This design comes from an exercise in tuning for small area and a short achievable clock period on the open sky130 flow, not from production work.
In this exercise RTL edits were held to simulation tests only and were not proved equivalent to the original.
Power is estimated from default activity; no workload was simulated.

==> flow/design.v (outline; a module is shown in full before it is edited, if it fits) <==
// module add_fa: 6 lines
// module add_ha: 6 lines
// module add_han: 7 lines
// module mult_core_fast: 4852 lines
module mult_core_fast (
    input                iclk        ,
    input                irst        ,
    input        [71:0]  idata       ,
    input        [71:0]  idata_kernel,
    input                icalc_en    ,
    output logic [7:0]   odata       ,
    output logic         odata_valid
);
  // ...
==> flow/run.sh <==
#!/bin/bash
# synth_recipe.tcl (not shown) runs the flow's synth.tcl, then flattens the netlist and writes it again
# the make line also repeats each setting of config.mk as NAME=value (left out here)
make -C /OpenROAD-flow-scripts/flow DESIGN_CONFIG=/design/flow/config.mk WORK_HOME=/design/flow/orfs CLKGATE_MAP_FILE= SYNTH_SCRIPT=/design/flow/synth_recipe.tcl finish
==> flow/config.mk <==
export PLATFORM = sky130hd
export DESIGN_NAME = mult_core_fast
export DESIGN_NICKNAME = mult_core_fast
export VERILOG_FILES = /design/flow/design.v
export SDC_FILE = /design/flow/constraint.sdc
export NUM_CORES = 4
export LEC_CHECK = 0
export CAP_MARGIN = 20
export CORE_MARGIN = 2
export CORE_UTILIZATION = 65
export SLEW_MARGIN = 20
export SYNTH_HIERARCHICAL = 1
==> flow/constraint.sdc <==
create_clock -name core_clock -period 8.5 [get_ports {iclk}]
set_input_delay 1.7000 -clock core_clock [delete_from_list [all_inputs] [get_ports {iclk}]]
set_output_delay 1.7000 -clock core_clock [all_outputs]
set_load 0.01 [all_outputs]
==> impl_metrics.yaml, run 1 <==
cells_and_area:
  multi_input_comb_cells: 1775
  diodes: 0
  largest_reg_flops: 4
  final_cell_mix: "and2_1, fa_1, dfxtp_1"
  final_area_um2: 28220
placed_design:
  dpl_cell_area_um2: 27020
  io_buffers: 155
  place_inst: 2772
global_routing:
  overflow: 0
  grt_use_met1_pct: 34.37
critical_path:
  required_ns: 8.94
  rrSetupSlack_ns: 4.51
  r2r_start: "rin_48"
  critPathMaxStageDelay_ns: 0.52
timing:
  hold_ws_ns: 0.4310
  hold_viol_final: 0
  finalSetupTns_ns: 0
  min_period_over_period_pct: 46.98
run_status:
  status: "no timing/DRC/antenna violations"
pwr:
  p_sw_mw: 3.509
  switching_share_pct: 39.43
  ir_drop_v: 0.0003286
clock_tree:
  clock_path_buffers: 3
  post_cts_buffers: 0
  hold_buffers: 0
logic_synthesis:
  synth_edf_count: 0
  synth_area_leader_cell: "fa_1"
  synthArstFlopShare_pct: 0
die:
  io_pins: 156
routing:
  routed-wl-met2_um: 25500
  drt-total-wl_um: 50840
==> run 2: changes to the inputs <==
--- a/flow/config.mk
+++ b/flow/config.mk
@@ -8,5 +8,6 @@
 export CAP_MARGIN = 20
 export CORE_MARGIN = 2
 export CORE_UTILIZATION = 65
+export SETUP_SLACK_MARGIN = 4.7
 export SLEW_MARGIN = 20
 export SYNTH_HIERARCHICAL = 1
==> run 2 against run 1 <==
Against the previous run: critical endpoint is now rp_2432; sequential power barely moved; global-route usage rose by 0.27 points; count of clock-buffer cells in the layout did not move; cell area rose by 2.7%; first-iteration DRC count fell by 3.8%; register-to-register slack improved by 0.15 ns; power rose by 4.4%; utilization rose by 2.0 points.
==> impl_metrics.yaml, run 2 <==
run_status:
  status: "no timing/DRC/antenna violations"
cells_and_area:
  final_cell_mix: "and2_1, fa_1, ha_1"
  final_util_pct: 76.94
  largest_reg_flops: 4
  fillers: 2558
  fin_nets: 3147
  final_area_um2: 28980
  regMostFlops: "valid_pipe"
  diodes: 0
  drive_above_1_share_pct: 10.76
  syn_to_final_growth_pct: 16.45
  layout_commonest_cell: "and2_1"
placed_design:
  io_buffers: 155
  hpwl_um: 41590
  place_congestion: 0.8709
  dpl_cell_area_um2: 27020
routing:
  drt-total-wl_um: 52320
  ant_nets: 0
  first_pass_iters: 4
  drcViolationCount: 0
  drtIter0Drc: 513
  num_vias: 15900
  viasPerCell: 5.572
  wl_per_cell_um: 18.34
logic_synthesis:
  ys_warn_count: 7
  netlist.area_leader.share_pct: 30.17
  ys_types: 38
  yosys-top-cells-count: "and2_1, fa_1, dfxtp_1, ha_1, a21o_1"
  synth_area_leader_cell: "fa_1"
  synth_xor_xnor_area_share_pct: 2.921
  synthArstFlopShare_pct: 0
  synthSimpleGateAreaFrac_pct: 18.52
  ys_ff_latch: 321
  yosysSeqAreaShare_pct: 25.82
  postSynthCellCount: 2114
  synthTopCellsByArea: "fa_1, dfxtp_1, ha_1"
  yosys.area_share.adder_pct: 45.45
  post-synth-top-count-cell: "and2_1"
  syn_area_per_cell_um2: 11.77
  muxShareOfSynthArea_pct: 0
  synth_edf_count: 0
  synth_compound_area_share_pct: 6.898
  ys_dominant_reg_cell: "dfxtp_1"
  syn_area_um2: 24890
  synth_nets: 2940
  synth_top_family_by_area: "adder cells"
die:
  die_w_um: 199.7
  fp.dieArea_um2: 39870
  rows: 71
  start_util_pct: 66.07
  die_y_um: 199.7
  io_pins: 156
  core_um2: 37670
critical_path:
  required_ns: 8.94
  crit_type: "register to register"
  rrSetupSlack_ns: 4.66
  cp-start-kind: "register"
  cp.arrival_ns: 4.29
  r2r_start: "rin_128"
  path_max_fanout: 8
  r2r_cells: 12
  rr_endpoint: "rp_2432"
  crit_start: "rin_128"
  worstSetupEndpointType: "register"
global_routing:
  overflow: 0
  antenna_found_initial: 0
  grt_pass1_vias: 17580
  grt_pass1_wl_um: 86400
  grt_use_total_pct: 27.88
  grt_start_max_net_pins: 13
timing:
  setup_viol: 0
  drv_slew: 0
  finalSetupTns_ns: 0
  fmax_mhz: 260.4
  finalClockSkew_ns: 0.01929
  slew_headroom_pct: 69.39
  min_period_over_period_pct: 45.18
  tightest_slew_ns: 0.4543
  hold_viol_final: 0
  min_period_ns: 3.840
  rsz0062_at_grt: "true"
pwr:
  p_leak_nw: 13.33
  ir_drop_v: 0.0003287
  p_per_area_nw_per_um2: 320.6
clock_tree:
  cts_tree: "yes"
  cts_made_buffers: 38
  cts_max_level: 2
  clkSinkCount: 321
  hold_buffers: 0
  clock_path_buffers: 3
  path_clk_slew_ns: 0.05
  clock-root-buffer: "clkbuf_16"
  worstSkewPairLatency_ns: 0.55
hold_path:
  min_path_cells: 1
  min_path_type: "register to register"
  hold-path-endpoint: "valid_pipe[2]"
  min_from: "valid_pipe[1]"
flow_run:
  cap_violations: 0
==> run 2: worst max-delay path by stage <==
stage | cells past startpoint | slack [ns] | to
floorplan | 12 | 4.80 | rp_2320
global placement | 12 | 4.61 | rp_2448
detailed placement | 12 | 4.53 | rp_2352
CTS | 12 | 4.67 | rp_2400
global route | 12 | 4.53 | rp_2320
finish | 12 | 4.66 | rp_2432
==> run 2: logic make-up after synthesis <==
logic type | after synthesis
AOI/OAI and AO/OA | 240
buffers and inverters | 18
adders and majority gates | 679
xor gates and xnor gates | 83
DFF | 321
and+or+nand+nor | 773
==> run 2: final cells by class <==
cell class / count / area (µm²) / share of cell area, %
multi-input combinational: 1775 / 18830 / 64.98
sequential: 321 / 6563 / 22.65
timing repair buffer: 175 / 1702 / 5.872
clock buffer: 51 / 1074 / 3.705
tap: 511 / 639.4 / 2.206
clock inverter: 10 / 133.9 / 0.4620
inverter: 10 / 37.54 / 0.1295
==> run 2: power by group <==
part	leakage (nW)	switching (mW)	internal [mW]
Clock	0.586	0.634	0.971
Combinational	10.0	2.67	2.64
Sequential	2.71	0.355	2.02
Total	13.3	3.66	5.63
==> run 2: per-module statistics from Yosys (local to each module, per instance) <==
module          area [µm²]  flops+latches
add_ha               12.51              0
add_fa               20.02              0
mult_core_fast       14730            321
==> run 2: repair_timing <==
action | CTS | global route
resized for setup | 84 | 111
pin swaps | 19 | 44
buffers inserted | 4 | 16
setup endpoints to repair | 34 | 40
==> run 2: stage by stage <==
| stage | std cells | setup WS [ns] | hold slack (ns) | total power [mW] |
|---|---|---|---|---|
| final | 2853 | 4.660 | 0.4301 | 9.290 |
| after global routing | 2853 | 4.533 | 0.4547 | 10.17 |
| after CTS | 2837 | 4.668 | 0.4356 | 9.156 |
| after detailed placement | 2772 | 4.532 | 0.4220 | 7.315 |
| after global placement | 2772 | 4.612 | 0.4207 | 7.094 |
| after floorplan | 2114 | 4.798 | 0.4138 | 5.955 |
==> run 2: per-layer routing <==
metal / vias up / wire (µm) / global-route usage [%]
li1: 7489 / - / -
met1: 7965 / 21790 / 34.66
met2: 304 / 26300 / 48.57
met3: 139 / 2214 / 4.996
met4: 0 / 2024 / 10.40
met5: - / 0 / 0
==> run 2: critical path, stage by stage (launching register included) <==
cell and delay, ns:
dfxtp_4 0.37, and2_4 0.16, fa_1 0.49, fa_2 0.37, fa_1 0.46, fa_1 0.53, ha_4 0.22, and3_4 0.15
a22oi_2 0.29, a211oi_4 0.12, o31ai_2 0.27, nand2b_1 0.12, a21o_1 0.19
==> run 3: changes to the inputs <==
--- a/flow/config.mk
+++ b/flow/config.mk
@@ -7,7 +7,8 @@
 export LEC_CHECK = 0
 export CAP_MARGIN = 20
 export CORE_MARGIN = 2
-export CORE_UTILIZATION = 65
-export SETUP_SLACK_MARGIN = 4.7
+export CORE_UTILIZATION = 75
+export CTS_BUF_LIST = sky130_fd_sc_hd__clkbuf_8
+export CTS_CLUSTER_SIZE = 20
 export SLEW_MARGIN = 20
 export SYNTH_HIERARCHICAL = 1
==> run 3 against run 2 <==
Against the previous run: first-iteration DRC count rose by 40%; maximum frequency fell by 6.1%; critical endpoint unchanged; clock power fell by 12%; sequential power barely moved; cell count fell by 1.9%; wire length rose by 1.9%; synthesized area did not move.
==> impl_metrics.yaml, run 3 <==
logic_synthesis:
  ys_ff_latch: 321
  ys_dominant_reg_cell: "dfxtp_1"
  ys_types: 38
  netlist.area_leader.share_pct: 30.17
  syn_area_per_cell_um2: 11.77
  synthArstFlopShare_pct: 0
  yosysSeqAreaShare_pct: 25.82
  synth_area_leader_cell: "fa_1"
  post-synth-top-count-cell: "and2_1"
  synth_nets: 2940
  postSynthCellCount: 2114
  ys_warn_count: 7
  synthTopCellsByArea: "fa_1, dfxtp_1, ha_1"
  syn_area_um2: 24890
  synth_edf_count: 0
  yosys-top-cells-count: "and2_1, fa_1, dfxtp_1, ha_1, a21o_1"
clock_tree:
  post_cts_buffers: 0
  clock-root-buffer: "clkbuf_8"
  cts_max_level: 2
  worstSkewPairLatency_ns: 0.63
  cts_tree: "yes"
  clock_path_buffers: 3
  hold_buffers: 0
  ctsResizeCount: 0
  path_clk_slew_ns: 0.07
  clkSinkCount: 321
  cts_made_buffers: 53
routing:
  top_layer: "met4"
  first_pass_iters: 7
  wl_met3_um: 2431
  drcViolationCount: 0
  drtIter0Drc: 720
  num_vias: 16430
  drt-total-wl_um: 53330
  routed-wl-met2_um: 27930
  viasPerCell: 5.871
  wl_met1_um: 20730
  wl_per_cell_um: 19.06
  ant_nets: 0
timing:
  hold_viol_final: 0
  min_period_over_period_pct: 48.14
  finalSetupTns_ns: 0
  rsz0062_at_grt: "false"
  slew_headroom_pct: 67.21
  finalClockSkew_ns: 0.01768
  drv_slew: 0
  min_period_ns: 4.092
  timing.final.ws_setup_ns: 4.408
  tightest_slew_ns: 0.4867
  fmax_mhz: 244.4
  setup_viol: 0
critical_path:
  crit_slowest_cell: "fa_1"
  path_buf_inv: 0
  path_cells: "and2_1 -> fa_1 -> fa_1 -> fa_1 -> fa_1 -> ha_1 -> and3_1 -> a22oi_2 -> a211oi_2 -> o31ai_2 -> nand2b_1 -> a21o_1"
  path_max_fanout: 8
  cp.arrival_ns: 4.62
  critPathMaxStageDelay_ns: 0.53
  critPathMostFrequentCell: "fa_1"
  r2r_cells: 12
  rrSetupSlack_ns: 4.41
  r2r_start: "rin_114"
  worstSetupEndpointType: "register"
  required_ns: 9.02
  crit_type: "register to register"
  path_delay_family: "adder cells"
  cp-start-kind: "register"
  rr_endpoint: "rp_2432"
cells_and_area:
  final_util_pct: 85.98
  regMostFlops: "valid_pipe"
  drive_above_1_share_pct: 4.881
  largest_reg_flops: 4
  fin_cells: 2798
  layout_commonest_cell: "and2_1"
  final_cell_mix: "and2_1, fa_1, dfxtp_1"
  diodes: 0
  fin_nets: 3142
  fillers: 1650
  syn_to_final_growth_pct: 12.70
  seq_area_um2: 6426
  multi_input_area_um2: 18360
run_status:
  status: "no timing/DRC/antenna violations"
placed_design:
  place_congestion: 0.8647
  io_buffers: 155
  preCtsSetupSlack_ns: 4.456
  hpwl_um: 42040
  place_inst: 2703
global_routing:
  grt_use_total_pct: 32.81
  grt_start_max_net_pins: 14
  grt_pass1_wl_um: 88600
  antenna_found_initial: 0
  overflow: 0
  grt_pass1_vias: 18360
hold_path:
  min_path_type: "register to register"
  min_from: "valid_pipe[2]"
  min_path_cells: 1
  hold-path-endpoint: "valid_pipe[3]"
pwr:
  p_sw_mw: 3.679
  internal_power_mw: 5.228
  ir_drop_v: 0.0003449
  switching_share_pct: 41.31
  p_comb_share_pct: 57.5
  p_per_area_nw_per_um2: 317.6
  p_leak_nw: 13.26
  seqPwrFrac_pct: 26.7
  power_frac_clock_pct: 15.8
die:
  fp.dieArea_um2: 34660
  die_w_um: 186.2
  io_pins: 156
  start_util_pct: 76.29
  rows: 66
  core_um2: 32620
  die_y_um: 186.2
flow_run:
  cap_violations: 0
run 3: metrics by stage:
stage          hold slack [ns]  cell area [µm²]  power (mW)
5_1_grt                 0.4590            28050       9.718
4_1_cts                 0.4419            28050       8.886
3_3_place_gp            0.4174            26930       7.032
2_1_floorplan           0.4138            24890       5.955
6_report                0.4409            28050       8.907
3_5_place_dp            0.4279            26930       7.354
run 3: cell families after synthesis:
family	synth area share (%)
flip-flops	25.82
XOR/XNOR	2.921
AND/OR/NAND/NOR	18.52
AO/OA/AOI/OAI	6.898
buffers and inverters	0.3922
adder cells (fa/ha/maj)	45.45
run 3: worst max path at each step:
| stage | startpoint | end | slack (ns) | depth (start not counted) |
|---|---|---|---|---|
| after floorplan | rin_16 | rp_2320 | 4.80 | 12 |
| after global placement | rin_127 | rp_2432 | 4.64 | 12 |
| after detailed placement | rin_114 | rp_2432 | 4.46 | 12 |
| after CTS | rin_114 | rp_2432 | 4.43 | 12 |
| after global routing | rin_19 | rp_2333 | 4.24 | 12 |
| final | rin_114 | rp_2432 | 4.41 | 12 |
run 3: area by class of cell:
type | instances | area share [%]
clock buffers | 67 | 3.288
clock inverters | 28 | 0.6915
inverters | 10 | 0.1338
multi-input cells | 1775 | 65.47
flip-flops and latches | 321 | 22.91
well taps | 442 | 1.972
repair buffers | 155 | 5.532
run 3: routing by layer:
metal / vias to the layer above / GRT usage, %
li1: 7516 / -
met1: 8240 / 39.29
met2: 489 / 58.87
met3: 181 / 5.354
met4: 0 / 13.86
met5: - / 0
run 3: power groups by stage:
stage	clock network (mW)	logic [mW]	registers [mW]
floorplan	0	3.73	2.23
global placement	0	4.64	2.39
detailed placement	0	4.96	2.40
CTS	1.44	5.08	2.37
global route	1.51	5.80	2.41
finish	1.41	5.12	2.37
run 3: Yosys stat by module (local to each module, per instance):
| module | cells | times used | area (µm²) | flip-flops and latches |
|---|---|---|---|---|
| add_fa | 1 | 375 | 20.02 | 0 |
| add_ha | 1 | 212 | 12.51 | 0 |
| mult_core_fast | 1527 | 1 | 14730 | 321 |
==> run 4: changes to the inputs <==
==> flow/flow/run.sh (new file) <==
#!/bin/bash
# Standard layout, except that the port buffers are plain buf_1 cells instead of
# the default delay buffers. Each tool's output goes to its own log in this folder.
set -euo pipefail
export BUFFER_PORTS_ARGS="-buffer_cell sky130_fd_sc_hd__buf_1"
bash standard.sh > orfs_make.log 2>&1
==> flow/standard.sh (new file) <==
#!/bin/bash
# synth_recipe.tcl (not shown) runs the flow's synth.tcl, then flattens the netlist and writes it again
# the make line also repeats each setting of config.mk as NAME=value (left out here)
make -C /OpenROAD-flow-scripts/flow DESIGN_CONFIG=/design/flow/config.mk WORK_HOME=/design/flow/orfs CLKGATE_MAP_FILE= SYNTH_SCRIPT=/design/flow/synth_recipe.tcl "${@:-finish}"
--- a/flow/config.mk
+++ b/flow/config.mk
@@ -7,8 +7,6 @@
 export LEC_CHECK = 0
 export CAP_MARGIN = 20
 export CORE_MARGIN = 2
-export CORE_UTILIZATION = 75
-export CTS_BUF_LIST = sky130_fd_sc_hd__clkbuf_8
-export CTS_CLUSTER_SIZE = 20
+export CORE_UTILIZATION = 65
 export SLEW_MARGIN = 20
 export SYNTH_HIERARCHICAL = 1
removed: flow/run.sh
==> run 4 against run 3 <==
Against the previous run: still clean on timing, DRC and antenna; via count decreased by 5.9%; sequential power about the same; synthesized cell count stayed put; cell area down 2.5%; critical path type unchanged; largest cell class unchanged; largest power group unchanged.
==> impl_metrics.yaml, run 4 <==
global_routing:
  antenna_found_initial: 0
  grt_start_max_net_pins: 15
  grt_use_total_pct: 26.88
  overflow: 0
  grt_pass1_vias: 16810
  grt_pass1_wl_um: 83460
logic_synthesis:
  post-synth-top-count-cell: "and2_1"
  synthTopCellsByArea: "fa_1, dfxtp_1, ha_1"
  yosys-top-cells-count: "and2_1, fa_1, dfxtp_1, ha_1, a21o_1"
  ys_warn_count: 7
  yosys.area_share.adder_pct: 45.45
  synth_compound_area_share_pct: 6.898
  postSynthCellCount: 2114
  syn_area_um2: 24890
  yosysSeqAreaShare_pct: 25.82
  synth_top_family_by_area: "adder cells"
  netlist.area_leader.share_pct: 30.17
  synth_nets: 2940
  synth_xor_xnor_area_share_pct: 2.921
  ys_types: 38
  synthSimpleGateAreaFrac_pct: 18.52
  synth_edf_count: 0
  ys_ff_latch: 321
  muxShareOfSynthArea_pct: 0
  ys_dominant_reg_cell: "dfxtp_1"
  synth_area_leader_cell: "fa_1"
  syn_area_per_cell_um2: 11.77
  synthArstFlopShare_pct: 0
clock_tree:
  clock-root-buffer: "clkbuf_16"
  cts_tree: "yes"
  cts_made_buffers: 37
  path_clk_slew_ns: 0.06
  hold_buffers: 0
  post_cts_buffers: 0
  ctsResizeCount: 0
  clkSinkCount: 321
  cts_max_level: 2
  worstSkewPairLatency_ns: 0.55
  clock_path_buffers: 3
placed_design:
  dpl_cell_area_um2: 26050
  io_buffers: 155
  hpwl_um: 40830
  preCtsSetupSlack_ns: 4.537
  place_congestion: 0.8720
run_status:
  status: "no timing/DRC/antenna violations"
pwr:
  internal_power_mw: 5.400
  switching_share_pct: 39.70
  seqPwrFrac_pct: 26.5
  total_power_mw: 8.956
  p_leak_nw: 12.85
  power_frac_clock_pct: 18.8
  p_sw_mw: 3.556
  p_per_area_nw_per_um2: 327.4
  ir_drop_v: 0.0003231
  p_comb_share_pct: 54.7
die:
  die_w_um: 199.7
  start_util_pct: 66.07
  core_um2: 37670
  rows: 71
  die_y_um: 199.7
  fp.dieArea_um2: 39870
  io_pins: 156
cells_and_area:
  largest_reg_flops: 4
  drive_above_1_share_pct: 3.995
  fin_nets: 3126
  regMostFlops: "valid_pipe"
  syn_to_final_growth_pct: 9.924
  diodes: 0
  layout_commonest_cell: "and2_1"
  final_area_um2: 27360
  final_cell_mix: "and2_1, fa_1, dfxtp_1"
timing:
  setup_viol: 0
  rsz0062_at_grt: "false"
  drv_slew: 0
  min_period_over_period_pct: 46.99
  slew_headroom_pct: 71.47
  hold_viol_final: 0
  tightest_slew_ns: 0.4235
  min_period_ns: 3.994
  timing.final.ws_setup_ns: 4.506
  finalSetupTns_ns: 0
  fmax_mhz: 250.4
  finalClockSkew_ns: 0.01205
routing:
  drcViolationCount: 0
  wl_per_cell_um: 17.56
  first_pass_iters: 5
  ant_nets: 0
  num_vias: 15450
  drtIter0Drc: 520
  viasPerCell: 5.442
  drt-total-wl_um: 49840
critical_path:
  r2r_cells: 12
  path_cells: "and2_1 -> fa_1 -> fa_1 -> fa_1 -> fa_1 -> ha_1 -> and3_1 -> a22oi_2 -> a211oi_2 -> o31ai_2 -> nand2b_1 -> a21o_1"
  crit_slowest_cell: "fa_1"
  endpoint: "rp_2400"
  crit_start: "rin_95"
  rrSetupSlack_ns: 4.51
  required_ns: 8.95
  critPathMostFrequentCell: "fa_1"
  crit_type: "register to register"
  critPathMaxStageDelay_ns: 0.51
  cp-start-kind: "register"
  r2r_start: "rin_95"
  path_max_fanout: 8
  rr_endpoint: "rp_2400"
  cp.arrival_ns: 4.44
  worstSetupEndpointType: "register"
flow_run:
  cap_violations: 0
hold_path:
  min_path_type: "register to register"
-- run 4: cell counts after synthesis --
No cell type changed its count.
-- run 4: how the worst min path moves through the flow --
stage                  start  cells after the start             to  slack, ns
2_1_floorplan  valid_pipe[0]                      1  valid_pipe[1]       0.41
3_3_place_gp   valid_pipe[1]                      1  valid_pipe[2]       0.42
3_5_place_dp   valid_pipe[1]                      1  valid_pipe[2]       0.43
4_1_cts              rs_2642                      1        ro_2709       0.44
5_1_grt        valid_pipe[1]                      1  valid_pipe[2]       0.46
6_report             rs_2642                      1        ro_2709       0.44
-- run 4: through the flow --
step / utilization (%) / hold WS, ns / cells
floorplan: - / 0.4138 / 2114
global placement: 69.15 / 0.4225 / 2772
detailed placement: 69.15 / 0.4314 / 2772
CTS: 72.63 / 0.4424 / 2839
global route: 72.63 / 0.4606 / 2839
finish: 72.63 / 0.4407 / 2839
-- run 4: layout make-up --
cell class	instances	area (µm²)
multi-input combinational	1775	18360
fill	2782	10310
sequential	321	6426
clock buffer	50	1087
tap	511	639.4
timing repair buffer	155	581.8
clock inverter	17	221.5
inverter	10	37.54
-- run 4: layer usage --
layer	track usage, %	routed length, µm
met5	0	0
met1	34.49	21440
met3	4.557	1854
met4	6.804	1007
met2	47.31	25540
-- run 4: critical path, delay by kind of cell, from the launching register on --
kind | cells | cell delay, ns
and+or+nand+nor | 3 | 0.50
adders and majority gates | 5 | 2.11
AOI/OAI and AO/OA | 4 | 0.85
DFF | 1 | 0.43
-- run 4: power by group through the flow --
stage	registers (mW)	logic (mW)	clock network (mW)
final	2.37	4.90	1.68
after detailed placement	2.41	4.90	0
after global placement	2.41	4.65	0
after CTS	2.38	4.97	1.72
after floorplan	2.23	3.73	0
after global routing	2.42	5.67	1.78
-- run 4: kinds of logic (layout without fill, tap and decap cells) --
group / after synthesis / after routing
compound gates: 240 / 240
flops: 321 / 321
simple gates: 773 / 773
xor+xnor: 83 / 83
buf+inv: 18 / 232
fa+ha+maj: 679 / 679
-- run 4: per-module statistics from Yosys, one instance, submodules excluded --
module	cells inside	times used	cell area [µm²]
mult_core_fast	1527	1	14730
add_fa	1	375	20.02
add_ha	1	212	12.51

-- separate check: timing with driven ports --
Ports are ideal in the flow. The routed layouts listed here were re-timed in OpenROAD.
Step 1, drivers: a clkbuf_16 drives iclk and a buf_2 each remaining input, both assumed.
Step 2 adds t to the input delays and takes it off the output delays; t is the mean of the earliest and latest rising clock arrival at the registers after step 1. Input paths then give back, and output paths get back, about the clock's delay inside the block.
Three values: ideal, step 1, step 2; two values: the first two.
| run | t (ns) | setup slack, ns | worst setup path after step 2 | slew at the worst register clock pin (ns) |
|---|---|---|---|---|
| run 1 | 0.599 | 4.507 / 4.507 / 4.507 | register to register | 0.06 / 0.06 |
| run 2 | 0.601 | 4.660 / 4.660 / 4.660 | register to register | 0.06 / 0.06 |
| run 3 | 0.678 | 4.408 / 4.408 / 4.408 | register to register | 0.07 / 0.07 |
| run 4 | 0.601 | 4.506 / 4.506 / 4.506 | register to register | 0.07 / 0.07 |
After both steps setup and hold are still met in every run listed.
